What follows belongs to an exercise in optimizing a design on an open flow for small area, a short achievable clock period and few clock cycles per item; a production flow would make more cautious choices.
Only simulation tests tie the RTL to the original design; equivalence was not proved.

[design.v]
module WD(
    clk,
    rst_n,
    in_valid,
    keyboard,
    answer,
    weight,
    match_target,
    out_valid,
    result,
    out_value
);
input clk, rst_n, in_valid;
input [4:0] keyboard, answer;
input [3:0] weight;
input [2:0] match_target;
output out_valid;
output [4:0]  result;
output [10:0] out_value;
localparam LOAD = 3'd0;
localparam SEL  = 3'd1;
localparam CMP  = 3'd2;
localparam EVAL = 3'd3;
localparam OUTP = 3'd4;
integer i, j, s;
reg [2:0] st;
reg [2:0] cnt;
reg [4:0] kv [0:7];
reg [2:0] kt [0:7];
reg [4:0] bc [0:4];
reg [3:0] w [0:4];
reg [2:0] sp [0:4];
reg [2:0] ta, nt;
reg ok2;
reg [10:0] bv;
reg [9:0] bcode;
reg found;
reg [4:0] lvh;               
reg [2:0] cs [0:3];          
reg [7:0] used;
reg [7:0] pm;                
reg [4:0] da, dn, dx;        
reg [4:0] pa, px;            
reg [7:0] tselr;
reg [2:0] tr;
reg tans, tfix, trest;
reg [4:0] cpr [0:4];
assign out_valid = (st == OUTP);
assign result    = (cnt == 3'd0) ? bc[0] : (cnt == 3'd1) ? bc[1] :
                   (cnt == 3'd2) ? bc[2] : (cnt == 3'd3) ? bc[3] : bc[4];
assign out_value = bv;
function [4:0] therm;
    input [2:0] v;
    begin
        therm[0] = (v > 3'd0);
        therm[1] = (v > 3'd1);
        therm[2] = (v > 3'd2);
        therm[3] = (v > 3'd3);
        therm[4] = (v > 3'd4);
    end
endfunction
function tle;
    input [4:0] x, y;
    begin
        tle = ~|(x & ~y);
    end
endfunction
function lt21;
    input [20:0] a, b;
    reg l, e;
    integer k;
    begin
        l = 1'b0;
        e = 1'b1;
        for (k = 20; k >= 0; k = k - 1) begin
            l = l | (e & ~a[k] & b[k]);
            e = e & ~(a[k] ^ b[k]);
        end
        lt21 = l;
    end
endfunction
function eq21;
    input [20:0] a, b;
    begin
        eq21 = ~|(a ^ b);
    end
endfunction
function lt20;
    input [19:0] a, b;
    reg l, e;
    integer k;
    begin
        l = 1'b0;
        e = 1'b1;
        for (k = 19; k >= 0; k = k - 1) begin
            l = l | (e & ~a[k] & b[k]);
            e = e & ~(a[k] ^ b[k]);
        end
        lt20 = l;
    end
endfunction
function [2:0] cnt7;
    input [6:0] x;
    reg s1, c1, s2, c2, s3, c3;
    begin
        s1 = x[0] ^ x[1] ^ x[2];
        c1 = (x[0] & x[1]) | (x[0] & x[2]) | (x[1] & x[2]);
        s2 = x[3] ^ x[4] ^ x[5];
        c2 = (x[3] & x[4]) | (x[3] & x[5]) | (x[4] & x[5]);
        s3 = s1 ^ s2 ^ x[6];
        c3 = (s1 & s2) | (s1 & x[6]) | (s2 & x[6]);
        cnt7[0] = s3;
        cnt7[1] = c1 ^ c2 ^ c3;
        cnt7[2] = (c1 & c2) | (c1 & c3) | (c2 & c3);
    end
endfunction
reg [7:0] gt;
reg [2:0] ktu [0:7];
reg [2:0] ktn [0:7];
reg [2:0] xtag;
reg [2:0] spn [0:4];
always @(*) begin
    for (i = 0; i < 8; i = i + 1) begin
        gt[i] = (cnt > i) && (kv[i] > keyboard);
        ktu[i] = ((cnt > i) && (cnt < 5) && (kv[i] == answer)) ? cnt : kt[i];
    end
    xtag = 3'd7;
    for (j = 0; j < 5; j = j + 1)
        if ((cnt > j) && (bc[j] == keyboard)) xtag = j;
    if ((cnt < 5) && (keyboard == answer)) xtag = cnt;
    for (i = 0; i < 8; i = i + 1) begin
        if (gt[i]) ktn[i] = ktu[i];
        else if (i == 0) ktn[i] = xtag;
        else if (gt[i - 1]) ktn[i] = xtag;
        else ktn[i] = ktu[i - 1];
    end
    for (j = 0; j < 5; j = j + 1) begin
        spn[j] = 3'd0;
        for (i = 0; i < 5; i = i + 1)
            if ((w[i] > w[j]) || ((w[i] == w[j]) && (i < j)))
                spn[j] = spn[j] + 3'd1;
    end
end
reg [7:0] isans;
reg [4:0] ko [0:7];          
reg [4:0] spo [0:4];         
always @(*) begin
    for (i = 0; i < 8; i = i + 1) begin
        isans[i] = (kt[i] != 3'd7);
        for (s = 0; s < 5; s = s + 1)
            ko[i][s] = (kt[i] == s);
    end
    for (j = 0; j < 5; j = j + 1)
        for (s = 0; s < 5; s = s + 1)
            spo[j][s] = (sp[j] == s);
end
reg [4:0] lvgt;              
reg [4:0] fu;
reg [3:0] px4;
reg [4:0] pat;
reg [3:0] typeok;
reg [7:0] fixh, later, feas, pref, tsel, above, restm;
reg paL, pxL, anyf, t_ans, t_fix, rest_nz;
reg [2:0] t;
always @(*) begin
    lvgt[0] = 1'b0;
    for (s = 1; s < 5; s = s + 1)
        lvgt[s] = lvgt[s - 1] | lvh[s - 1];
    for (s = 0; s < 5; s = s + 1) begin
        fu[s] = 1'b1;
        for (i = 0; i < 8; i = i + 1)
            if (used[i] && ko[i][s]) fu[s] = 1'b0;
    end
    px4 = fu[4:1] & lvgt[4:1];
    pat[0] = |px4;
    pat[1] = (px4[0] & (px4[1] | px4[2] | px4[3])) | (px4[1] & (px4[2] | px4[3])) | (px4[2] & px4[3]);
    pat[2] = (px4[0] & px4[1] & (px4[2] | px4[3])) | (px4[2] & px4[3] & (px4[0] | px4[1]));
    pat[3] = &px4;
    pat[4] = 1'b0;
    typeok[0] = ok2 && dx[0] && tle(da, pat) && tle(da, dn);
    typeok[1] = ok2 && da[0] && dn[0] && tle(da >> 1, pat) && tle(da, dn);
    typeok[2] = ok2 && dn[0] && pat[0] && tle(da, pat >> 1) && tle(da, dn >> 1);
    typeok[3] = ok2 && dn[0] && tle(da, pat) && tle(da, dn >> 1);
    paL = |(pa & lvh);
    pxL = |(px & lvh);
    for (i = 0; i < 8; i = i + 1) begin
        fixh[i] = |(ko[i] & lvh);
        later[i] = |(ko[i] & lvgt);
        feas[i] = !used[i] && pm[i] &&
                  (isans[i] ? (!paL && (fixh[i] ? typeok[1] : later[i] ? typeok[2] : typeok[3]))
                            : (!pxL && typeok[0]));
    end
    pref[0] = 1'b0;
    for (i = 1; i < 8; i = i + 1)
        pref[i] = pref[i - 1] | feas[i - 1];
    tsel = feas & ~pref;
    anyf = |feas;
    above[0] = 1'b0;
    for (i = 1; i < 8; i = i + 1)
        above[i] = above[i - 1] | tsel[i - 1];
    t[0] = tsel[1] | tsel[3] | tsel[5] | tsel[7];
    t[1] = tsel[2] | tsel[3] | tsel[6] | tsel[7];
    t[2] = tsel[4] | tsel[5] | tsel[6] | tsel[7];
    t_ans = |(tsel & isans);
    t_fix = |(tsel & fixh);
    restm = feas & above & (t_ans ? ~isans : isans);
    rest_nz = |restm;
end
reg [7:0] unusedp, ua, ux, take;
reg [7:0] nda, ndx;
reg [2:0] cab, cxb, rk;
reg [3:0] rkh [0:7];
reg [4:0] slh [0:7];         
reg [4:0] cpos [0:4];
reg [7:0] below;
always @(*) begin
    unusedp = ~used & ~tselr;
    ua = unusedp & isans;
    ux = unusedp & ~isans;
    nda = {3'b0, tans ? (dn >> 1) : dn};
    ndx = {3'b0, tans ? dx : (dx >> 1)};
    for (i = 0; i < 8; i = i + 1) begin
        for (j = 0; j < 8; j = j + 1)
            below[j] = (j < i);
        cab = cnt7(ua[6:0] & below[6:0]);
        cxb = cnt7(ux[6:0] & below[6:0]);
        take[i] = isans[i] ? (ua[i] && nda[cab]) : (ux[i] && ndx[cxb]);
    end
    for (i = 0; i < 8; i = i + 1) begin
        for (j = 0; j < 8; j = j + 1)
            below[j] = (j < i);
        rk = cnt7(take[6:0] & below[6:0]);
        for (s = 0; s < 4; s = s + 1)
            rkh[i][s] = (rk == s);
    end
    for (i = 0; i < 8; i = i + 1) begin
        slh[i] = 5'd0;
        if (tselr[i]) slh[i] = lvh;
        else if (used[i]) begin
            for (s = 0; s < 4; s = s + 1)
                if (!lvgt[s] && !lvh[s] && cs[s] == i) slh[i] = slh[i] | (5'd1 << s);
        end else if (take[i]) begin
            slh[i] = ({5{rkh[i][0]}} & {lvh[3:0], 1'b0}) |
                     ({5{rkh[i][1]}} & {lvh[2:0], 2'b0}) |
                     ({5{rkh[i][2]}} & {lvh[1:0], 3'b0}) |
                     ({5{rkh[i][3]}} & {lvh[0], 4'b0});
        end
    end
    for (j = 0; j < 5; j = j + 1) begin
        cpos[j] = 5'd0;
        for (i = 0; i < 8; i = i + 1)
            if (|(slh[i] & spo[j])) cpos[j] = cpos[j] | kv[i];
    end
end
reg [11:0] ssum;
reg [9:0] code;
reg better, prune, ltb;
reg [7:0] abover;
always @(*) begin
    ssum = cpr[0] * w[0] + cpr[1] * w[1] + cpr[2] * w[2] + cpr[3] * w[3] + cpr[4] * w[4];
    code = {cpr[0], 4'd0} + {1'b0, cpr[1], 3'd0} + {2'b0, cpr[2], 2'd0} +
           {3'b0, cpr[3], 1'b0} + {4'b0, cpr[4]};
    ltb = lt21({ssum[10:0], code}, {bv, bcode});
    better = !ltb && (!eq21({ssum[10:0], code}, {bv, bcode}) ||
             lt20({cpr[0], cpr[1], cpr[2], cpr[3]}, {bc[0], bc[1], bc[2], bc[3]}));
    prune = found && !ssum[11] && ltb;
    abover[0] = 1'b0;
    for (i = 1; i < 8; i = i + 1)
        abover[i] = abover[i - 1] | tselr[i - 1];
end
reg bt, desc, nxts, done;
reg [2:0] prevc;
reg [7:0] prevsel, prevabove;
reg prevfix, prevans;
always @(*) begin
    bt = 1'b0;
    desc = 1'b0;
    nxts = 1'b0;
    if (st == SEL) begin
        if (!anyf) bt = 1'b1;
        else if (!lvh[4] && !found) desc = 1'b1;
    end else if (st == EVAL) begin
        if (lvh[4]) begin
            bt = !ssum[11];
            nxts = ssum[11];
        end else if (!prune) desc = 1'b1;
        else begin
            bt = !trest;
            nxts = trest;
        end
    end
    done = bt && lvh[0];
    prevc = lvh[1] ? cs[0] : lvh[2] ? cs[1] : lvh[3] ? cs[2] : cs[3];
    for (i = 0; i < 8; i = i + 1)
        prevsel[i] = (prevc == i);
    prevabove[0] = 1'b0;
    for (i = 1; i < 8; i = i + 1)
        prevabove[i] = prevabove[i - 1] | prevsel[i - 1];
    prevans = |(prevsel & isans);
    prevfix = |(ko[prevc] & {1'b0, lvh[4:1]});
end
always @(posedge clk or negedge rst_n) begin
    if (!rst_n) begin
        st <= LOAD;
        cnt <= 3'd0;
    end else begin
        case (st)
            LOAD: begin
                if (in_valid) begin
                    cnt <= cnt + 3'd1;
                    if (cnt == 3'd7) st <= SEL;
                end
            end
            SEL: begin
                if (done) begin
                    st <= OUTP;
                    cnt <= 3'd0;
                end else if (anyf && !desc) st <= CMP;
            end
            CMP: st <= EVAL;
            EVAL: begin
                if (done) begin
                    st <= OUTP;
                    cnt <= 3'd0;
                end else st <= SEL;
            end
            OUTP: begin
                cnt <= cnt + 3'd1;
                if (cnt == 3'd4) begin
                    st <= LOAD;
                    cnt <= 3'd0;
                end
            end
            default: begin
                st <= LOAD;
                cnt <= 3'd0;
            end
        endcase
    end
end
always @(posedge clk) begin
    if (st == LOAD) begin
        if (in_valid) begin
            for (i = 0; i < 8; i = i + 1) begin
                if (!gt[i]) begin
                    if (i == 0 || gt[i - 1]) kv[i] <= keyboard;
                    else kv[i] <= kv[i - 1];
                end
                if (cnt == 3'd7 && ktn[i] != 3'd7) kt[i] <= spn[ktn[i]];
                else kt[i] <= ktn[i];
            end
            if (cnt < 5) begin
                bc[cnt] <= answer;
                w[cnt] <= weight;
            end
            if (cnt == 3'd0) ta <= match_target;
            if (cnt == 3'd1) nt <= ta + match_target;
            if (cnt == 3'd7) begin
                for (j = 0; j < 5; j = j + 1) begin
                    sp[j] <= spn[j];
                    bc[j] <= 5'd0;
                end
                ok2 <= (nt >= 3'd2);
                lvh <= 5'b00001;
                used <= 8'd0;
                pm <= 8'hff;
                da <= therm(ta);
                dn <= therm(nt);
                dx <= therm(3'd5 - nt);
                pa[0] <= 1'b0;
                px[0] <= 1'b0;
                bv <= 11'd0;
                bcode <= 10'd0;
                found <= 1'b0;
            end
        end
    end else if (st == CMP) begin
        for (j = 0; j < 5; j = j + 1)
            cpr[j] <= cpos[j];
    end else if (st == SEL || st == EVAL) begin
        if (st == SEL) begin
            tselr <= tsel;
            tr <= t;
            tans <= t_ans;
            tfix <= t_fix;
            trest <= rest_nz;
        end
        if (bt) begin
            if (!lvh[0]) begin
                lvh <= lvh >> 1;
                used <= used & ~prevsel;
                pm <= prevabove;
                if (prevfix) da <= {da[3:0], 1'b1};
                if (prevans) dn <= {dn[3:0], 1'b1};
                else dx <= {dx[3:0], 1'b1};
            end
        end else if (desc) begin
            for (s = 0; s < 4; s = s + 1)
                if (lvh[s]) cs[s] <= (st == SEL) ? t : tr;
            used <= used | ((st == SEL) ? tsel : tselr);
            lvh <= lvh << 1;
            pm <= 8'hff;
            if ((st == SEL) ? t_fix : tfix) da <= da >> 1;
            if ((st == SEL) ? t_ans : tans) dn <= dn >> 1;
            else dx <= dx >> 1;
            pa <= pa & ~{lvh[3:0], 1'b0};
            px <= px & ~{lvh[3:0], 1'b0};
        end else if (nxts) begin
            pm <= abover;
            if (!lvh[4]) begin
                if (tans) pa <= pa | lvh;
                else px <= px | lvh;
            end
        end
        if (st == EVAL && lvh[4] && better) begin
            found <= 1'b1;
            bv <= ssum[10:0];
            bcode <= code;
            for (j = 0; j < 5; j = j + 1)
                bc[j] <= cpr[j];
        end
    end
end
endmodule
[config.mk]
export PLATFORM = sky130hd
export DESIGN_NAME = WD
export DESIGN_NICKNAME = WD
export VERILOG_FILES = /design/flow/design.v
export SDC_FILE = /design/flow/constraint.sdc
export NUM_CORES = 4
export LEC_CHECK = 0
export CAP_MARGIN = 20
export CORE_MARGIN = 2
export CORE_UTILIZATION = 40
export PLACE_DENSITY = 0.6
export SLEW_MARGIN = 20
[constraint.sdc]
create_clock -name core_clock -period 12.0 [get_ports {clk}]
set_input_delay 2.4000 -clock core_clock [delete_from_list [all_inputs] [get_ports {clk}]]
set_output_delay 2.4000 -clock core_clock [all_outputs]
set_load 0.01 [all_outputs]
[run.sh]
#!/bin/bash
# synth_recipe.tcl (not shown) runs the flow's synth.tcl, then flattens the netlist and writes it again
# the make line also repeats each setting of config.mk as NAME=value (left out here)
make -C /OpenROAD-flow-scripts/flow DESIGN_CONFIG=/design/flow/config.mk WORK_HOME=/design/flow/orfs CLKGATE_MAP_FILE= SYNTH_SCRIPT=/design/flow/synth_recipe.tcl finish
==> reports/results.tsv, run 1 <==
metric	value	unit
cap_violations	0	
r2r-start	cpr[1][3]	
timing.rr.end	pm[6]	
synthArstFlopShare	0.0234	
yosysWarnings	15	
clkSinkCount	256	
post-dp-hpwl	83000	um
crit_arrival	9.79	ns
gp_congestion	0.989	
coreArea	72800	sq um
max_slew_margin	0.192	
postLayoutCellArea	31800	sq um
reg2regPathDepth	27	
h-tree-depth	1	
outcome	no timing/DRC/antenna violations	
clockBufferDepth	3	
post_cts_resized	0	
post_cts_buffers	0	
yosysSeqAreaShare	0.260	
grt_pass1_vias	25222	
dpl_cell_area	30800	sq um
multiInputGateArea	20000	sq um
chipHeight	275	um
clk_latency	0.60	ns
crit_fanout	20	
synth-seq-cells	256	
viasPerCell	6.31	
dp_cells	4220	
io_pins	37	
seq_area	7660	sq um
grt.overflow.total	0	
grt_setup_unrepaired	false	
final_nets	3614	
crit_required	12.22	ns
synth_flop_cell	edfxtp_1	
min_path_type	reg -> reg	
whs_path_depth	1	
skew	0.0210	ns
min_from	pa[1]	
synth_edf_count	250	
area_growth	8.05	%
start_kind	flip-flop	
synth_area	29400	sq um
fin_crit_sh	0.797	
finalSetupViolCount	0	
fp.dieW	275	um
grt_max_degree	56	
drcViolationCount	0	
grt_pass1_wl	161000	um
first_pass_iters	10	
crit_type	reg -> reg	
finalHoldViolations	0	
fin_cells	4277	
worst-slew-pin-transition	1.21	ns
clk_pin_slew_worst_paths	0.07	ns
min_to	pa[1]	
clk_root_buffer_cell	clkbuf_16	
avgSynthCellArea	8.78	sq um
num-fill-cells	7211	
routed_wl	108000	um
ff2ff_setup_slack	2.43	ns
drt_iter0_drc	3513	
synth.distinct_cells	117	
syn_inst	3352	
cts_hold_buf	0	
start_util	0.404	
end_kind	flip-flop	
synth_nets	3673	
numPortBuffers	36	
via_count	26970	
drv_slew	0	
final_common_cell	nand2_1	
setup_tns	0	ns
cts_buffers	30	
ant_nets	0	
final_cell_mix	nand2_1, inv_1, edfxtp_1	
finalCriticalPeriod	9.57	ns
grt_antenna_before_repair	3	
clock.fmax	0.105	GHz
num_rows	99	
dieArea	75700	sq um
track_usage	0.279	
wl_per_cell	25.2	um
drive_gt1_frac	0.0811	
cts_tree	built	
[how the worst max path moves through the flow]
stage	startpoint	endpoint	slack [ns]	cells past startpoint
detailed placement	cpr[1][3]	pm[5]	2.10	26
finish	cpr[1][3]	pm[6]	2.43	27
global route	cpr[1][3]	dx[0]	1.89	30
CTS	cpr[1][3]	pm[6]	2.06	26
floorplan	cpr[1][3]	da[0]	3.37	25
global placement	cpr[1][3]	pm[3]	2.18	27
[state kept, by name, indices dropped and copies added, names as in the netlist, 10 cells and up]
name and cells:
bv 11, cpr 25, bc 25, bcode 10, cs 12, w 20, kt 24, sp 15
kv 40
[critical path, cell delays in order (launching register included)]
cell	delay, ns
edfxtp_1	0.60
and2_1	0.25
fa_1	0.54
inv_1	0.06
fa_1	0.48
inv_1	0.06
fa_1	0.52
fa_1	0.55
fa_1	0.55
inv_1	0.05
fa_1	0.50
fa_1	0.55
inv_1	0.04
ha_1	0.32
nor2b_1	0.14
o21ai_0	0.21
nand2_1	0.10
xnor2_1	0.34
xnor2_1	0.13
or4_1	0.54
a311oi_1	0.30
a2111oi_0	0.15
o41ai_1	0.65
o211a_1	0.25
buf_4	0.25
nor2_1	0.25
and2_1	0.25
a211oi_2	0.56
[final cells by class]
class / instances / share of cell area
inverters: 296 / 0.0349
diodes: 1 / 0.0000787
clock buffers: 41 / 0.0265
multi-input cells: 2607 / 0.628
well taps: 959 / 0.0377
clock inverters: 15 / 0.00476
repair buffers: 102 / 0.0269
flip-flops and latches: 256 / 0.241
[per-layer routing]
layer | share of wire | global-route usage | wire length [um] | vias up
met1 | 0.41 | 0.376 | 44800 | 13000
met5 | 0.00021 | 0 | 23 | -
met4 | 0.039 | 0.102 | 4240 | 4
li1 | - | - | - | 12277
met3 | 0.092 | 0.0534 | 9920 | 262
met2 | 0.45 | 0.445 | 49000 | 1427
[logic make-up (layout without fill, tap and decap cells)]
group	after synthesis	after routing	share of synthesized area
AND/OR/NAND/NOR	1097	1097	0.192
other	0	1	0
AO/OA/AOI/OAI	903	903	0.216
XOR/XNOR	99	99	0.0313
buffers and inverters	489	454	0.0642
adder cells (fa/ha/maj)	310	310	0.159
flip-flops	256	256	0.260
multiplexers	198	198	0.0775
[stage by stage]
step / hold slack [ns] / util / setup WS, ns
floorplan: 0.533 / - / 3.37
global placement: 0.560 / 0.423 / 2.18
detailed placement: 0.566 / 0.423 / 2.10
CTS: 0.584 / 0.436 / 2.06
global route: 0.612 / 0.436 / 1.89
finish: 0.584 / 0.436 / 2.43
[cells in the mapped netlist (56+ instances only)]
library cell | number | area [sq um]
nand2_1 | 313 | 1170
inv_1 | 287 | 1080
edfxtp_1 | 250 | 7510
nor2_1 | 246 | 923
a21oi_1 | 196 | 981
ha_1 | 191 | 2390
o21ai_0 | 173 | 866
clkbuf_1 | 140 | 526
mux2i_1 | 121 | 1210
fa_1 | 110 | 2200
nor2b_1 | 79 | 494
nor3_1 | 73 | 365
and2_1 | 70 | 438
nand2b_1 | 60 | 375
mux2_2 | 59 | 664
nand3_1 | 58 | 290
xnor2_1 | 56 | 490
Testbench counts, summed over its fixed seeds: cycles 2,927, items 48.
==> run 2, diff against run 1 <==
--- a/design.v
+++ b/design.v
@@ -17,19 +17,17 @@
 output out_valid;
 output [4:0]  result;
 output [10:0] out_value;
-localparam LOAD = 3'd0;
-localparam SEL  = 3'd1;
-localparam CMP  = 3'd2;
-localparam EVAL = 3'd3;
-localparam OUTP = 3'd4;
+localparam LOAD = 2'd0;
+localparam SEL  = 2'd1;
+localparam EVAL = 2'd2;
+localparam OUTP = 2'd3;
 integer i, j, s;
-reg [2:0] st;
+reg [1:0] st;
 reg [2:0] cnt;
 reg [4:0] kv [0:7];
 reg [2:0] kt [0:7];
 reg [4:0] bc [0:4];
 reg [3:0] w [0:4];
-reg [2:0] sp [0:4];
 reg [2:0] ta, nt;
 reg ok2;
 reg [10:0] bv;
@@ -42,7 +40,6 @@
 reg [4:0] da, dn, dx;        
 reg [4:0] pa, px;            
 reg [7:0] tselr;
-reg [2:0] tr;
 reg tans, tfix, trest;
 reg [4:0] cpr [0:4];
 assign out_valid = (st == OUTP);
@@ -152,7 +149,7 @@
     end
     for (j = 0; j < 5; j = j + 1)
         for (s = 0; s < 5; s = s + 1)
-            spo[j][s] = (sp[j] == s);
+            spo[j][s] = (spn[j] == s);
 end
 reg [4:0] lvgt;              
 reg [4:0] fu;
@@ -206,44 +203,47 @@
     restm = feas & above & (t_ans ? ~isans : isans);
     rest_nz = |restm;
 end
-reg [7:0] unusedp, ua, ux, take;
-reg [7:0] nda, ndx;
-reg [2:0] cab, cxb, rk;
-reg [3:0] rkh [0:7];
+reg [7:0] ua, ux, take;
+reg [4:0] nda, ndx, tca, tcx, ma, mx;
+reg [2:0] cab, cxb;
+reg [5:0] ea, ex;
+reg [3:0] rkh;
 reg [4:0] slh [0:7];         
 reg [4:0] cpos [0:4];
 reg [7:0] below;
 always @(*) begin
-    unusedp = ~used & ~tselr;
-    ua = unusedp & isans;
-    ux = unusedp & ~isans;
-    nda = {3'b0, tans ? (dn >> 1) : dn};
-    ndx = {3'b0, tans ? dx : (dx >> 1)};
+    ua = ~used & isans;
+    ux = ~used & ~isans;
+    nda = t_ans ? (dn >> 1) : dn;
+    ndx = t_ans ? dx : (dx >> 1);
     for (i = 0; i < 8; i = i + 1) begin
         for (j = 0; j < 8; j = j + 1)
             below[j] = (j < i);
         cab = cnt7(ua[6:0] & below[6:0]);
         cxb = cnt7(ux[6:0] & below[6:0]);
-        take[i] = isans[i] ? (ua[i] && nda[cab]) : (ux[i] && ndx[cxb]);
-    end
-    for (i = 0; i < 8; i = i + 1) begin
-        for (j = 0; j < 8; j = j + 1)
-            below[j] = (j < i);
-        rk = cnt7(take[6:0] & below[6:0]);
-        for (s = 0; s < 4; s = s + 1)
-            rkh[i][s] = (rk == s);
-    end
-    for (i = 0; i < 8; i = i + 1) begin
+        tca = therm(cab);
+        tcx = therm(cxb);
+        if (above[i] && t_ans) tca = tca >> 1;
+        if (above[i] && !t_ans) tcx = tcx >> 1;
+        take[i] = !tsel[i] && (isans[i] ? (ua[i] && |(nda & ~tca)) : (ux[i] && |(ndx & ~tcx)));
+        ma = tca & nda;
+        mx = tcx & ndx;
+        ea = {ma, 1'b1} & ~{1'b0, ma};
+        ex = {mx, 1'b1} & ~{1'b0, mx};
+        rkh[0] = ea[0] & ex[0];
+        rkh[1] = (ea[1] & ex[0]) | (ea[0] & ex[1]);
+        rkh[2] = (ea[2] & ex[0]) | (ea[1] & ex[1]) | (ea[0] & ex[2]);
+        rkh[3] = (ea[3] & ex[0]) | (ea[2] & ex[1]) | (ea[1] & ex[2]) | (ea[0] & ex[3]);
         slh[i] = 5'd0;
-        if (tselr[i]) slh[i] = lvh;
+        if (tsel[i]) slh[i] = lvh;
         else if (used[i]) begin
             for (s = 0; s < 4; s = s + 1)
                 if (!lvgt[s] && !lvh[s] && cs[s] == i) slh[i] = slh[i] | (5'd1 << s);
         end else if (take[i]) begin
-            slh[i] = ({5{rkh[i][0]}} & {lvh[3:0], 1'b0}) |
-                     ({5{rkh[i][1]}} & {lvh[2:0], 2'b0}) |
-                     ({5{rkh[i][2]}} & {lvh[1:0], 3'b0}) |
-                     ({5{rkh[i][3]}} & {lvh[0], 4'b0});
+            slh[i] = ({5{rkh[0]}} & {lvh[3:0], 1'b0}) |
+                     ({5{rkh[1]}} & {lvh[2:0], 2'b0}) |
+                     ({5{rkh[2]}} & {lvh[1:0], 3'b0}) |
+                     ({5{rkh[3]}} & {lvh[0], 4'b0});
         end
     end
     for (j = 0; j < 5; j = j + 1) begin
@@ -256,6 +256,7 @@
 reg [9:0] code;
 reg better, prune, ltb;
 reg [7:0] abover;
+reg [2:0] trr;
 always @(*) begin
     ssum = cpr[0] * w[0] + cpr[1] * w[1] + cpr[2] * w[2] + cpr[3] * w[3] + cpr[4] * w[4];
     code = {cpr[0], 4'd0} + {1'b0, cpr[1], 3'd0} + {2'b0, cpr[2], 2'd0} +
@@ -267,6 +268,9 @@
     abover[0] = 1'b0;
     for (i = 1; i < 8; i = i + 1)
         abover[i] = abover[i - 1] | tselr[i - 1];
+    trr[0] = tselr[1] | tselr[3] | tselr[5] | tselr[7];
+    trr[1] = tselr[2] | tselr[3] | tselr[6] | tselr[7];
+    trr[2] = tselr[4] | tselr[5] | tselr[6] | tselr[7];
 end
 reg bt, desc, nxts, done;
 reg [2:0] prevc;
@@ -315,9 +319,8 @@
                 if (done) begin
                     st <= OUTP;
                     cnt <= 3'd0;
-                end else if (anyf && !desc) st <= CMP;
+                end else if (anyf && !desc) st <= EVAL;
             end
-            CMP: st <= EVAL;
             EVAL: begin
                 if (done) begin
                     st <= OUTP;
@@ -331,10 +334,6 @@
                     cnt <= 3'd0;
                 end
             end
-            default: begin
-                st <= LOAD;
-                cnt <= 3'd0;
-            end
         endcase
     end
 end
@@ -356,10 +355,8 @@
             if (cnt == 3'd0) ta <= match_target;
             if (cnt == 3'd1) nt <= ta + match_target;
             if (cnt == 3'd7) begin
-                for (j = 0; j < 5; j = j + 1) begin
-                    sp[j] <= spn[j];
+                for (j = 0; j < 5; j = j + 1)
                     bc[j] <= 5'd0;
-                end
                 ok2 <= (nt >= 3'd2);
                 lvh <= 5'b00001;
                 used <= 8'd0;
@@ -374,13 +371,11 @@
                 found <= 1'b0;
             end
         end
-    end else if (st == CMP) begin
-        for (j = 0; j < 5; j = j + 1)
-            cpr[j] <= cpos[j];
     end else if (st == SEL || st == EVAL) begin
         if (st == SEL) begin
+            for (j = 0; j < 5; j = j + 1)
+                cpr[j] <= cpos[j];
             tselr <= tsel;
-            tr <= t;
             tans <= t_ans;
             tfix <= t_fix;
             trest <= rest_nz;
@@ -396,7 +391,7 @@
             end
         end else if (desc) begin
             for (s = 0; s < 4; s = s + 1)
-                if (lvh[s]) cs[s] <= (st == SEL) ? t : tr;
+                if (lvh[s]) cs[s] <= (st == SEL) ? t : trr;
             used <= used | ((st == SEL) ? tsel : tselr);
             lvh <= lvh << 1;
             pm <= 8'hff;
--- a/config.mk
+++ b/config.mk
@@ -9,4 +9,5 @@
 export CORE_MARGIN = 2
 export CORE_UTILIZATION = 40
 export PLACE_DENSITY = 0.6
+export SETUP_SLACK_MARGIN = 3
 export SLEW_MARGIN = 20
==> run 2 against run 1 <==
Still clean. Hold slack worse by 0.024 ns. Wire length up 34%. First-iteration DRC count up 44%. Die area up 8.7%. Final cell count up 19%. Global-route usage up 6.1 points. Worst setup slack better by 0.83 ns. Critical path type unchanged.
==> reports/results.tsv, run 2 <==
metric	value	unit	change
outcome	no timing/DRC/antenna violations		unchanged
avgSynthCellArea	7.96	sq um	was 8.78 sq um
clk_pin_slew_worst_paths	0.07	ns	about the same
crit_arrival	9.04	ns	was 9.79 ns
ant_nets	0		unchanged
yosysWarnings	13		was 15
routed_wl	145000	um	was 108000 um
synth_top_area_share	0.218		was 0.255
synth_edf_count	232		was 250
chipHeight	287	um	was 275 um
grt_pass1_vias	31721		was 25222
dieArea	82400	sq um	was 75700 sq um
endpoint	dx[4]		was pm[6]
grt_pass1_wl	211000	um	was 161000 um
num_rows	103		was 99
post-dp-hpwl	109000	um	was 83000 um
max_slew_margin	0.147		was 0.192
numPortBuffers	36		unchanged
clkSinkCount	237		was 256
finalSetupViolCount	0		unchanged
crit_path_max_incr_delay	0.57	ns	was 0.65 ns
start_util	0.405		was 0.404
final_common_cell	nand2_1		unchanged
cp_common_cell	fa_1		unchanged
worst-slew-pin-transition	1.27	ns	was 1.21 ns
dpl_cell_area	33500	sq um	was 30800 sq um
start_kind	flip-flop		unchanged
min_from	pa[1]		unchanged
synth.distinct_cells	121		was 117
reg2regPathDepth	33		was 27
whs	0.559	ns	was 0.584 ns
postLayoutCellArea	35400	sq um	was 31800 sq um
final_nets	4355		was 3614
area_growth	10.6	%	was 8.05%
cp_slowest_cell	fa_1		was o41ai_1
largest_reg_flops	40		unchanged
h-tree-depth	2		was 1
crit_fanout	6		was 20
skew	0.0334	ns	was 0.0210 ns
syn_inst	4022		was 3352
synth_most_common_cell	nand2_1		unchanged
fp.dieW	287	um	was 275 um
r2r-start	cpr[2][2]		was cpr[1][3]
largest_registers	kv: 40 flops, bc: 25 flops, cpr: 25 flops		unchanged
drv_slew	0		unchanged
coreArea	79100	sq um	was 72800 sq um
fin_crit_sh	0.728		was 0.797
finalCriticalPeriod	8.74	ns	was 9.57 ns
crit_required	12.31	ns	was 12.22 ns
synth_area	32000	sq um	was 29400 sq um
critPathLaunch	cpr[2][2]		was cpr[1][3]
clk_latency	0.59	ns	was 0.60 ns
drive_gt1_frac	0.0937		was 0.0811
final_cell_mix	nand2_1, nor2_1, inv_1		was nand2_1, inv_1, edfxtp_1
min_path_type	reg -> reg		unchanged
timing.rr.end	dx[4]		was pm[6]
dp_slack	1.95	ns	was 2.10 ns
viasPerCell	6.72		was 6.31
track_usage	0.340		was 0.279
synthArstFlopShare	0.0211		was 0.0234
grt_setup_unrepaired	false		unchanged
yosysSeqAreaShare	0.221		was 0.260
fin_ws	3.26	ns	was 2.43 ns
wl_per_cell	28.3	um	was 25.2 um
synth_nets	4345		was 3673
largest-register	kv		unchanged
drt_iter0_drc	5051		was 3513
end_kind	flip-flop		unchanged
grt_antenna_before_repair	2		was 3
ff2ff_setup_slack	3.26	ns	was 2.43 ns
grt.overflow.total	0		unchanged
io_pins	37		unchanged
first_pass_iters	8		was 10
grt_max_degree	72		was 56
setup_tns	0	ns	unchanged
synth_common_cells	nand2_1, nor2_1, inv_1		was nand2_1, inv_1, edfxtp_1
synth-seq-cells	237		was 256
cap_violations	0		unchanged
synth_top_area_cell	edfxtp_1		unchanged
n_antenna_cell	0		was 1
finalHoldViolations	0		unchanged
cts_tree	built		unchanged
cts_buffers	34		was 30
synth_area_leaders	edfxtp_1, ha_1, fa_1, nand2_1, o21ai_0		was edfxtp_1, ha_1, fa_1, mux2i_1, nand2_1
clk_root_buffer_cell	clkbuf_16		unchanged
synth_flop_cell	edfxtp_1		unchanged
clockBufferDepth	3		unchanged
via_count	34318		was 26970
crit_type	reg -> reg		unchanged
gp_congestion	1.02		was 0.989
clock.fmax	0.114	GHz	was 0.105 GHz
drcViolationCount	0		unchanged
cts_hold_buf	0		unchanged
==> run 2: critical path: cells and delay by family, from the launching register on <==
family                     cells  cell delay (ns)
and+or+nand+nor                5             0.89
xor gates and xnor gates       1             0.18
adders and majority gates      9             4.18
DFF                            1             0.48
AOI/OAI and AO/OA             12             2.12
buffers and inverters          6             0.62
==> run 2: per-stage QoR <==
stage	std cells	utilization
after CTS	5056	0.441
final	5106	0.448
after global placement	4969	0.423
after detailed placement	4969	0.423
after floorplan	4022	-
after global routing	5106	0.448
==> run 2: cells by family after synthesis <==
kind of cell | count (synthesis) | synth area share
AND/OR/NAND/NOR | 1495 | 0.232
AO/OA/AOI/OAI | 1219 | 0.261
buffers and inverters | 522 | 0.0662
adder cells (fa/ha/maj) | 320 | 0.148
flip-flops | 237 | 0.221
XOR/XNOR | 116 | 0.0317
multiplexers | 113 | 0.0402
==> run 2: repair_timing <==
item / in CTS / in global routing
setup buffers: 25 / 49
pin swaps: 6 / 25
gates resized for setup: 24 / 30
endpoints found under the setup margin: 151 / 180
cloned: 2 / 1
==> run 2: how the worst min path moves through the flow <==
| stage | to | cells past startpoint |
|---|---|---|
| detailed placement | px[2] | 2 |
| floorplan | px[1] | 2 |
| finish | pa[1] | 2 |
| CTS | pa[3] | 2 |
| global route | px[2] | 2 |
| global placement | px[2] | 2 |
==> run 2: layer usage <==
layer,global-route usage,share of wire,vias to the layer above
met5,0,0,-
met4,0.173,0.061,0
met3,0.0759,0.12,510
met2,0.513,0.43,2457
met1,0.456,0.39,16353
li1,-,-,14998
==> run 2: final cells by class <==
type,count,area [sq um]
inverters,290,1090
repair buffers,204,1720
multi-input cells,3265,23100
well taps,1050,1310
fillers,7950,43700
clock buffers,37,883
clock inverters,23,201
flip-flops and latches,237,7090
Testbench counts of run 2, summed over its fixed seeds: cycles 2,236, items 48.
==> run 3, diff against run 2 <==
--- a/config.mk
+++ b/config.mk
@@ -9,5 +9,5 @@
 export CORE_MARGIN = 2
 export CORE_UTILIZATION = 40
 export PLACE_DENSITY = 0.6
-export SETUP_SLACK_MARGIN = 3
+export SETUP_SLACK_MARGIN = 5
 export SLEW_MARGIN = 20
==> run 3 against run 2 <==
Still clean on timing, DRC and antenna. Final cell count up 5.4%. Clock skew is 0.0021 ns lower. Hold slack lost 0.011 ns. Core utilization is 5.4 points higher. Via count increased by 6.8%.
==> reports/results.tsv, run 3 <==
metric	value	unit	change
max_slew_margin	0.178		was 0.147
grt_pass1_wl	223000	um	was 211000 um
post-dp-hpwl	110000	um	was 109000 um
num_rows	103		unchanged
fin_crit_sh	0.703		was 0.728
track_usage	0.362		was 0.340
end_kind	flip-flop		unchanged
start_kind	flip-flop		unchanged
finalHoldViolations	0		unchanged
io_pins	37		unchanged
routed_wl	158000	um	was 145000 um
min_path_type	reg -> reg		unchanged
final_nets	4632		was 4355
drt_iter0_drc	6352		was 5051
chipHeight	287	um	unchanged
outcome	no timing/DRC/antenna violations		unchanged
synth_top_area_cell	edfxtp_1		unchanged
ff2ff_setup_slack	3.56	ns	was 3.26 ns
clk_root_buffer_cell	clkbuf_16		unchanged
crit_required	12.25	ns	was 12.31 ns
synth-seq-cells	237		unchanged
cp_slowest_cell	fa_1		unchanged
worst-slew-pin-transition	1.22	ns	was 1.27 ns
critPathTopFamily	adder cells		unchanged
avgSynthCellArea	7.96	sq um	unchanged
synth_flop_cell	edfxtp_1		unchanged
drive_gt1_frac	0.205		was 0.0937
synth.distinct_cells	121		unchanged
crit_path_max_incr_delay	0.60	ns	was 0.57 ns
clk_pin_slew_worst_paths	0.07	ns	about the same
endpoint	dx[2]		was dx[4]
crit_type	reg -> reg		unchanged
finalSetupViolCount	0		unchanged
viasPerCell	6.81		was 6.72
cp_common_cell	fa_1		unchanged
synth_area	32000	sq um	unchanged
ant_nets	0		unchanged
dieArea	82400	sq um	unchanged
synth_area_leaders	edfxtp_1, ha_1, fa_1, nand2_1, o21ai_0		unchanged
grt_setup_unrepaired	true		was false
cts_buffers	34		unchanged
final_common_cell	nand2_1		unchanged
timing.rr.end	dx[2]		was dx[4]
reg2regPathDepth	33		unchanged
cts_tree	built		unchanged
yosysSeqAreaShare	0.221		unchanged
start_util	0.405		unchanged
final_cell_mix	nand2_1, buf_4, nor2_1		was nand2_1, nor2_1, inv_1
grt.overflow.total	0		unchanged
clockBufferDepth	3		unchanged
synth_common_cells	nand2_1, nor2_1, inv_1		unchanged
synthArstFlopShare	0.0211		unchanged
coreArea	79100	sq um	unchanged
cap_violations	0		unchanged
fp.dieW	287	um	unchanged
wl_per_cell	29.3	um	was 28.3 um
via_count	36651		was 34318
first_pass_iters	14		was 8
largest_reg_flops	40		unchanged
yosysWarnings	13		unchanged
largest_registers	kv: 40 flops, bc: 25 flops, cpr: 25 flops		unchanged
min_from	px[3]		was pa[1]
synth_edf_count	232		unchanged
syn_inst	4022		unchanged
worst-path-buf-inv	8		was 6
setup_tns	0	ns	unchanged
clk_latency	0.58	ns	was 0.59 ns
whs	0.549	ns	was 0.559 ns
synth_most_common_cell	nand2_1		unchanged
cts_hold_buf	0		unchanged
gp_congestion	1.06		was 1.02
h-tree-depth	2		unchanged
skew	0.0313	ns	was 0.0334 ns
synth_nets	4345		unchanged
area_growth	24.0	%	was 10.6%
clock.fmax	0.119	GHz	was 0.114 GHz
crit_fanout	5		was 6
numPortBuffers	36		unchanged
r2r-start	cpr[1][1]		was cpr[2][2]
clkSinkCount	237		unchanged
largest-register	kv		unchanged
critPathLaunch	cpr[1][1]		was cpr[2][2]
grt_max_degree	67		was 72
path_depth	33		unchanged
crit_arrival	8.69	ns	was 9.04 ns
drcViolationCount	0		unchanged
drv_slew	0		unchanged
grt_pass1_vias	33465		was 31721
finalCriticalPeriod	8.44	ns	was 8.74 ns
synth_top_area_share	0.218		unchanged
grt_antenna_before_repair	2		unchanged
==> run 3: kinds of logic after synthesis <==
logic type	after synthesis	synth area share
AND/OR/NAND/NOR	1495	0.232
multiplexers	113	0.0402
adder cells (fa/ha/maj)	320	0.148
AO/OA/AOI/OAI	1219	0.261
XOR/XNOR	116	0.0317
flip-flops	237	0.221
buffers and inverters	522	0.0662
==> run 3: cell type report <==
cell class                      count  area [sq um]
Timing Repair inverter              1          11.3
Multi-Input combinational cell   3271         25000
Timing Repair Buffer              474          4130
Clock buffer                       38           866
Tap cell                         1050          1310
Clock inverter                     21           198
Fill cell                        7493         39400
Sequential cell                   237          7090
Antenna cell                        2          5.00
Inverter                          290          1100
==> run 3: per-layer routing <==
metal | GRT usage | vias to the layer above | part of all wire
met1 | 0.468 | 17312 | 0.37
li1 | - | 15581 | -
met4 | 0.205 | 2 | 0.076
met2 | 0.538 | 2923 | 0.42
met5 | 0 | - | 0.00052
met3 | 0.108 | 833 | 0.14
==> run 3: worst min-delay path by stage <==
stage | end | slack (ns) | cells past startpoint
after global placement | px[1] | 0.53 | 2
after global routing | pa[1] | 0.59 | 2
final | px[3] | 0.55 | 2
after detailed placement | px[3] | 0.54 | 2
after floorplan | px[1] | 0.52 | 2
after CTS | px[3] | 0.55 | 2
==> run 3: what timing repair did <==
action / in CTS / in global routing
endpoints found under the setup margin: 207 / 211
pin swaps: 87 / 128
setup buffers: 214 / 132
gates resized for setup: 186 / 277
gates cloned: 7 / 4
==> run 3: worst register-to-register path: cells and delay by family (launching register included) <==
kind	cells	cell delay (ns)
xor+xnor	1	0.24
buf+inv	8	0.84
compound gates	12	2.07
fa+ha+maj	9	4.10
flops	1	0.52
simple gates	3	0.38
==> run 3: through the flow <==
| step | utilization | instance area (sq um) | worst slack (ns) | std cells |
|---|---|---|---|---|
| 2_1_floorplan | - | 32200 | 4.25 | 4022 |
| 3_3_place_gp | 0.424 | 33600 | 2.42 | 4965 |
| 3_5_place_dp | 0.425 | 33600 | 2.38 | 4966 |
| 4_1_cts | 0.471 | 37200 | 3.51 | 5246 |
| 5_1_grt | 0.502 | 39700 | 3.32 | 5382 |
| 6_report | 0.502 | 39700 | 3.56 | 5384 |
==> run 4, diff against run 3 <==
--- a/config.mk
+++ b/config.mk
@@ -9,5 +9,4 @@
 export CORE_MARGIN = 2
 export CORE_UTILIZATION = 40
 export PLACE_DENSITY = 0.6
-export SETUP_SLACK_MARGIN = 5
 export SLEW_MARGIN = 20
==> run 4 against run 3 <==
Die area did not move. Global-route usage down 2.5 points. Core utilization down 6.5 points. Critical endpoint is now dx[1]. Largest cell class unchanged. Clock-buffer cell count down 1. Via count decreased by 7.9%. Still clean. Critical path depth down 1.
==> reports/results.tsv, run 4 <==
metric	value	unit	change
largest_registers	kv: 40 flops, bc: 25 flops, cpr: 25 flops		unchanged
synth_top_area_cell	edfxtp_1		unchanged
yosysSeqAreaShare	0.221		unchanged
drt_iter0_drc	4730		was 6352
clock.fmax	0.0983	GHz	was 0.119 GHz
numPortBuffers	36		unchanged
worst-slew-pin-transition	1.31	ns	was 1.22 ns
cp_common_cell	fa_1		unchanged
finalSetupViolCount	0		unchanged
synth-seq-cells	237		unchanged
synth_edf_count	232		unchanged
coreArea	79100	sq um	unchanged
synth_nets	4345		unchanged
drcViolationCount	0		unchanged
chipHeight	287	um	unchanged
finalHoldViolations	0		unchanged
crit_type	reg -> reg		unchanged
clk_pin_slew_worst_paths	0.07	ns	about the same
wl_per_cell	28.4	um	was 29.3 um
grt_max_degree	72		was 67
fin_crit_sh	0.848		was 0.703
post_cts_buffers	0		was 214
fin_ws	1.83	ns	was 3.56 ns
final_nets	4278		was 4632
start_kind	flip-flop		unchanged
cts_tree	built		unchanged
crit_required	12.22	ns	was 12.25 ns
fp.dieW	287	um	unchanged
max_slew_margin	0.125		was 0.178
worst-path-buf-inv	4		was 8
grt.overflow.total	0		unchanged
largest-register	kv		unchanged
grt_antenna_before_repair	3		was 2
track_usage	0.337		was 0.362
synthArstFlopShare	0.0211		unchanged
cts_hold_buf	0		unchanged
start_util	0.405		unchanged
setup_tns	0	ns	unchanged
cp_slowest_cell	a21oi_1		was fa_1
grt_pass1_wl	209000	um	was 223000 um
synth_area_leaders	edfxtp_1, ha_1, fa_1, nand2_1, o21ai_0		unchanged
ff2ff_setup_slack	1.83	ns	was 3.56 ns
finalCriticalPeriod	10.17	ns	was 8.44 ns
h-tree-depth	2		unchanged
clk_root_buffer_cell	clkbuf_16		unchanged
skew	0.0298	ns	was 0.0313 ns
synth_most_common_cell	nand2_1		unchanged
crit_fanout	27		was 5
grt_setup_unrepaired	false		was true
num-fill-cells	8001		was 7493
dp_slack	1.95	ns	was 2.38 ns
synth_top_area_share	0.218		unchanged
yosysWarnings	13		unchanged
final_common_cell	nand2_1		unchanged
drive_gt1_frac	0.0674		was 0.205
crit_arrival	10.40	ns	was 8.69 ns
final_cell_mix	nand2_1, nor2_1, inv_1		was nand2_1, buf_4, nor2_1
via_count	33748		was 36651
clockBufferDepth	3		unchanged
synth.distinct_cells	121		unchanged
min_path_type	reg -> reg		unchanged
dieArea	82400	sq um	unchanged
routed_wl	143000	um	was 158000 um
end_kind	flip-flop		unchanged
gp_congestion	1.02		was 1.06
post_cts_resized	0		was 186
ant_nets	0		unchanged
avgSynthCellArea	7.96	sq um	unchanged
synth_flop_cell	edfxtp_1		unchanged
grt_pass1_vias	31504		was 33465
critPathTopFamily	adder cells		unchanged
clkSinkCount	237		unchanged
synth_common_cells	nand2_1, nor2_1, inv_1		unchanged
num_rows	103		unchanged
viasPerCell	6.71		was 6.81
cap_violations	0		unchanged
clk_latency	0.58	ns	about the same
drv_slew	0		unchanged
synth_area	32000	sq um	unchanged
post-dp-hpwl	109000	um	was 110000 um
area_growth	7.93	%	was 24.0%
syn_inst	4022		unchanged
crit_path_max_incr_delay	0.60	ns	about the same
first_pass_iters	9		was 14
cts_buffers	34		unchanged
io_pins	37		unchanged
outcome	no timing/DRC/antenna violations		unchanged
largest_reg_flops	40		unchanged
whs	0.563	ns	was 0.549 ns
## run 4: final cells by class
class / instances / area (sq um) / share of cell area
diodes: 1 / 2.50 / 0.0000724
clock buffers: 37 / 883 / 0.0256
clock inverters: 23 / 201 / 0.00583
inverters: 290 / 1090 / 0.0315
multi-input cells: 3263 / 22900 / 0.663
flip-flops and latches: 237 / 7090 / 0.205
well taps: 1050 / 1310 / 0.0380
repair buffers: 129 / 1060 / 0.0306
## run 4: tightest hold or removal path: cells and delay by family (launching register included)
family	cells	cell delay (ns)
DFF	1	0.35
and+or+nand+nor	2	0.11
## run 4: metal layers
layer | GRT usage | wire length (um) | vias up
met2 | 0.507 | 60400 | 2342
met5 | 0 | 0 | -
met3 | 0.0729 | 17700 | 509
li1 | - | - | 14845
met4 | 0.173 | 8820 | 0
met1 | 0.455 | 56000 | 16052
## run 4: logic make-up (layout without fill, tap and decap cells)
logic type | Yosys count | after routing | share of synthesized area
AO/OA/AOI/OAI | 1219 | 1219 | 0.261
XOR/XNOR | 116 | 116 | 0.0317
adder cells (fa/ha/maj) | 320 | 320 | 0.148
buffers and inverters | 522 | 479 | 0.0662
flip-flops | 237 | 237 | 0.221
multiplexers | 113 | 113 | 0.0402
other | 0 | 1 | 0
AND/OR/NAND/NOR | 1495 | 1495 | 0.232
## run 4: worst paths after layout
path | start | end | depth (start not counted)
min reg2reg | px[2] | px[2] | 2
max | w[1][3] | dx[1] | 32
max reg2reg | w[1][3] | dx[1] | 32
min | px[2] | px[2] | 2
max in group asynchronous | rst_n | st[0] | 1
min in group asynchronous | rst_n | cnt[2] | 1
## run 4: through the flow
step	instances	util	cell area, sq um
6_report	5030	0.437	34600
5_1_grt	5029	0.437	34600
4_1_cts	5029	0.437	34600
3_5_place_dp	4969	0.423	33500
3_3_place_gp	4969	0.423	33500
2_1_floorplan	4022	-	32000

[re-timing with driven ports]
How much do the figures lean on ideal ports? The routed layouts below were timed once more, with nothing changed but the port constraints. Step 1: set_driving_cell puts a clkbuf_16 on clk and a buf_2 on each other input, an assumption about the parent block. Step 2 adds t to the input delays and takes it off the output delays; t is the mean of the earliest and latest rising clock arrival at the registers after step 1. Input paths then give back, and output paths get back, about the clock's delay inside the block. Slacks: ideal ports / drivers / drivers and shift; pairs: ideal ports / drivers.
run	t, ns	setup WS [ns]	worst setup path after step 2	worst data-port slew with drivers (ns)
run 1	0.659	2.433 / 2.433 / 2.433	register to register	0.09
run 2	0.633	3.263 / 3.263 / 3.263	register to register	0.03
run 3	0.631	3.563 / 3.563 / 3.563	register to register	0.03
run 4	0.633	1.829 / 1.829 / 1.829	register to register	0.03
After both steps setup and hold are still met in every run listed.
